From an optimization exercise on the open Yosys and OpenROAD flow, aimed at small area and a short achievable clock period; shortcuts taken in it are not production practice.
No functional check of the RTL was part of any run shown here.

==> flow/design.v, too long to show whole: its modules and the start of the top module <==
// module DCT: 3120 lines
// module dct_fa: 6 lines
// module dct_ha: 6 lines
// module dct_not: 5 lines
module DCT(clk,rst_n,ena,done,
  data_in0,data_in1,data_in2,data_in3,data_in4,data_in5,data_in6,data_in7,
  data_out0,data_out1,data_out2,data_out3,data_out4,data_out5,data_out6,data_out7);
  // ...
==> flow/flow/run.sh <==
#!/bin/bash
# The standard layout, with plain buf_1 cells as the input/output port buffers
# (the standard flow picks a larger delay-buffer cell for them).
set -euo pipefail
export BUFFER_PORTS_ARGS="-buffer_cell sky130_fd_sc_hd__buf_1"
bash standard.sh > standard.log 2>&1
==> flow/standard.sh <==
#!/bin/bash
# synth_recipe.tcl (not shown) runs the flow's synth.tcl, then flattens the netlist and writes it again
# the make line also repeats each setting of config.mk as NAME=value (left out here)
make -C /OpenROAD-flow-scripts/flow DESIGN_CONFIG=/design/flow/config.mk WORK_HOME=/design/flow/orfs CLKGATE_MAP_FILE= SYNTH_SCRIPT=/design/flow/synth_recipe.tcl "${@:-finish}"
==> flow/config.mk <==
export PLATFORM = sky130hd
export DESIGN_NAME = DCT
export DESIGN_NICKNAME = DCT
export VERILOG_FILES = /design/flow/design.v
export SDC_FILE = /design/flow/constraint.sdc
export NUM_CORES = 4
export LEC_CHECK = 0
export CAP_MARGIN = 20
export CORE_MARGIN = 2
export CORE_UTILIZATION = 40
export SETUP_SLACK_MARGIN = 1.5
export SLEW_MARGIN = 20
export SYNTH_HIERARCHICAL = 1
export SYNTH_MINIMUM_KEEP_SIZE = 0
==> flow/constraint.sdc <==
create_clock -name core_clock -period 4.5 [get_ports {clk}]
set_input_delay 0.9000 -clock core_clock [delete_from_list [all_inputs] [get_ports {clk}]]
set_output_delay 0.9000 -clock core_clock [all_outputs]
set_load 0.01 [all_outputs]
==> flow_summary.toml, run 1 <==
[status]
status = "no timing/DRC/antenna violations"

[setup_path]
cp_data_required_time_ns = 5.02
worstSetupStartpointType = "primary input"
r2r-start = "ra_m1[1]"

[floorplan]
taps = 864
io_pins = 228

[routing]
drc = 0
antenna_left = 0

[place]
globalplace.congestion = 0.833
dp_worst_setup_slack_ns = 0.683

[clocking]
postCtsSetupBuffers = 3
cts-hold-fix-buffers = 0

[sta]
setup_viol = 0
setup_tns_ns = 0
final_hold_viol_count = 0

[logic_synthesis]
synth_top_cell_by_area = "dfxtp_1"
synth_xor_area_share_pct = 2.61
synthFlopType = "dfxtp_1"
synth_adder_area_share_pct = 48.1
ys_ff_latch = 438
synth_compound_area_share_pct = 3.89

[layout]
multi_input_area_share_pct = 52.6
diodes = 5
inv_count = 343
drive_gt1_share_pct = 8.51

[global_route]
grt_overflow = 0
==> run 2: changes to the inputs <==
--- a/flow/config.mk
+++ b/flow/config.mk
@@ -7,2 +7,3 @@
 export LEC_CHECK = 0
+export ABC_CLOCK_PERIOD_IN_PS = 2500
 export CAP_MARGIN = 20
==> run 2 against run 1 <==
Core utilization is the same. Flip-flop and latch count did not move. Global-route usage is the same. Wire length unchanged. Via count is the same.
==> flow_summary.toml, run 2 <==
[status]
status = "no timing/DRC/antenna violations"

[setup_path]
critPathBufInv = 1
crit_arrival_ns = 3.61
cp_cell_sequence = "buf_8 -> fa_1 -> fa_1 -> ha_1 -> a21o_1 -> a21o_1 -> a21o_1 -> o41a_1 -> ha_2 -> nor2_2 -> xnor2_1"
crit_family = "adder cells"
critPathKind = "in -> reg"
worstPathMaxFanout = 3
reg2reg_to = "ryb1[3]"
r2r_setup_slack_ns = 1.62
end_kind = "flop"
r2r-start = "ra_m1[1]"
rr_worst_depth = 6
critPathMostFrequentCell = "a21o_1"
cp_data_required_time_ns = 5.02
slowest_delay_ns = 0.56
critPathSlowestCell = "fa_1"
worstSetupStartpointType = "primary input"

[layout]
final_nets = 3103
final_common_cell = "fa_1"
area_delta_synth_final_pct = 11.0
drive_gt1_share_pct = 8.51
final_cell_mix = "420 x fa_1, 401 x dfxtp_1, 342 x inv_1, 336 x ha_1, 213 x buf_1"

[logic_synthesis]
yosys-top-cells-area = "dfxtp_1 33%, fa_1 32%, ha_1 16%"
synth_area_mm2 = 0.0265
ys_warn_count = 7
synth_commonest_cells = "435 x dfxtp_1, 420 x fa_1, 345 x ha_1, 343 x inv_1, 140 x buf_4"
ys_types = 42
syn-instance-count = 2113
yosysSeqAreaShare_pct = 33.2
ys_ff_latch = 438
synth_edf_count = 0
yosysMostFrequentCell = "dfxtp_1"
synth_top_cell_by_area = "dfxtp_1"
async_reset_ff_share_pct = 0.685
synth.top_cell.area_share_pct = 32.9
avgSynthCellArea_um2 = 12.5
synthFlopType = "dfxtp_1"

[sta]
min_period_over_period_pct = 68.6
max_clock_freq_ghz = 0.324
slew_viol_final = 0
setup_tns_ns = 0
skew_ns = 0.0318
whs_ns = 0.108
setup_viol = 0
final_hold_viol_count = 0
rsz0062_at_grt = "yes"
fin_crit_ns = 3.09
relSlewSlack_pct = 49.8
tightest_slew_ns = 0.753

[floorplan]
fp.dieW_um = 261
design.die.area_mm2 = 0.0683
core-area_mm2 = 0.0656
io_pins = 228
fp-row-count = 94
die-height_um = 261
initial_core_util_pct = 40.3

[clocking]
h-tree-depth = 2
clkTransAtPathRegs_ns = 0.06
numCtsBuffers = 51
clkSinkCount = 438
clk_path_buf_depth = 3
cts_tree = "yes"
cts-root-buf = "clkbuf_16"
worstSkewPairLatency_ns = 0.61

[global_route]
grt_max_degree = 15
track_usage_pct = 17.3
grt_overflow = 0
grt_pass1_vias = 16228
grt_pass1_wl_mm = 89.4
antenna_found_initial = 8

[routing]
first_pass_iters = 5
via_per_inst = 4.54
wl_per_cell_um = 17.6
drt_iter0_markers = 638
finalWirelength_mm = 56.0
antenna_left = 0
drc = 0
vias = 14403

[place]
numPortBuffers = 225
globalplace.congestion = 0.833
hpwl_mm = 45.7

[flow_run]
cap_violations = 0

[hold_path]
hold_class = "in -> async"
run 2: timing repair:
item	in CTS	in global routing
pin swaps	6	11
gates resized for setup	41	32
buffers inserted	3	6
endpoints found under the hold margin	0	0
gates cloned	0	0
hold buffers	0	0
endpoints found under the setup margin	45	27
run 2: cell type report:
class                   instances  area (um^2)
inverters                     343         1290
flip-flops and latches        438         8830
clock buffers                  70         1440
diodes                          5         12.5
clock inverters                24          320
well taps                     864         1080
fillers                      6050        36200
repair buffers                236          958
multi-input cells            1193        15500
run 2: worst max-delay path by stage:
stage	to	startpoint	slack (ns)	cells after the start
detailed placement	ra_p12[9]	data_in1[2]	0.68	11
global route	ra_p03[9]	data_in3[1]	1.37	11
finish	ra_p12[9]	data_in2[2]	1.41	11
floorplan	ra_p03[9]	data_in0[2]	1.07	10
CTS	ra_p03[9]	data_in3[2]	1.42	11
global placement	ra_p12[9]	data_in1[2]	0.69	11
run 2: through the flow:
step | cells | utilization, % | setup WS, ns | instance area [um^2]
floorplan | 2114 | - | 1.07 | 26500
global placement | 3065 | 41.7 | 0.688 | 27400
detailed placement | 3065 | 41.7 | 0.683 | 27400
CTS | 3162 | 44.5 | 1.42 | 29200
global route | 3170 | 44.8 | 1.37 | 29400
finish | 3173 | 44.8 | 1.41 | 29400
run 2: per-layer routing:
metal / vias up / routed length [um] / GRT usage [%]
met5: - / 44 / 0
met4: 8 / 1100 / 4.17
met3: 81 / 3060 / 3.85
met2: 276 / 26300 / 28.2
met1: 7204 / 25500 / 23.6
li1: 6834 / - / -
run 2: cell families (layout without fill, tap and decap cells):
| group | count (synthesis) | count (layout) | share of synthesized area [%] |
|---|---|---|---|
| compound gates | 148 | 148 | 3.89 |
| xor+xnor | 79 | 79 | 2.61 |
| fa+ha+maj | 765 | 765 | 48.1 |
| buf+inv | 483 | 673 | 8.83 |
| flops | 438 | 438 | 33.2 |
| other cells | 1 | 7 | 0.0142 |
| simple gates | 199 | 199 | 3.41 |
run 2: per-module statistics from Yosys, one instance, submodules excluded:
module / times used / flops+latches
dct_ha: 246 / 0
DCT: 1 / 438
dct_not: 323 / 0
dct_fa: 420 / 0

-- port drivers added, routing unchanged --
How much do the figures lean on ideal ports? The routed layouts below were timed once more, with nothing changed but the port constraints.
Step 1 (the two cells are an assumption about what drives the block):
set clk [get_ports {clk}]
set_driving_cell -lib_cell sky130_fd_sc_hd__clkbuf_16 $clk
set_driving_cell -lib_cell sky130_fd_sc_hd__buf_2 [delete_from_list [all_inputs] $clk]
Step 2 moves the port delays by t, midway between the first and last clock arrival at a register: inputs arrive t later, outputs are due t later. That takes back most of the time a late clock gives input paths.
Slacks: no drivers / after step 1 / after step 2; pairs: no drivers / after step 1.
run	shift t [ns]	setup slack, ns	worst setup path at the end	latest minus earliest clock arrival (ns)	worst slew at a driven data input, ns
run 1	0.660	1.411 / 1.430 / 0.770	input to register	0.035 / 0.034	0.09
run 2	0.660	1.411 / 1.430 / 0.770	input to register	0.035 / 0.034	0.09
After both steps every run listed still meets setup and hold.
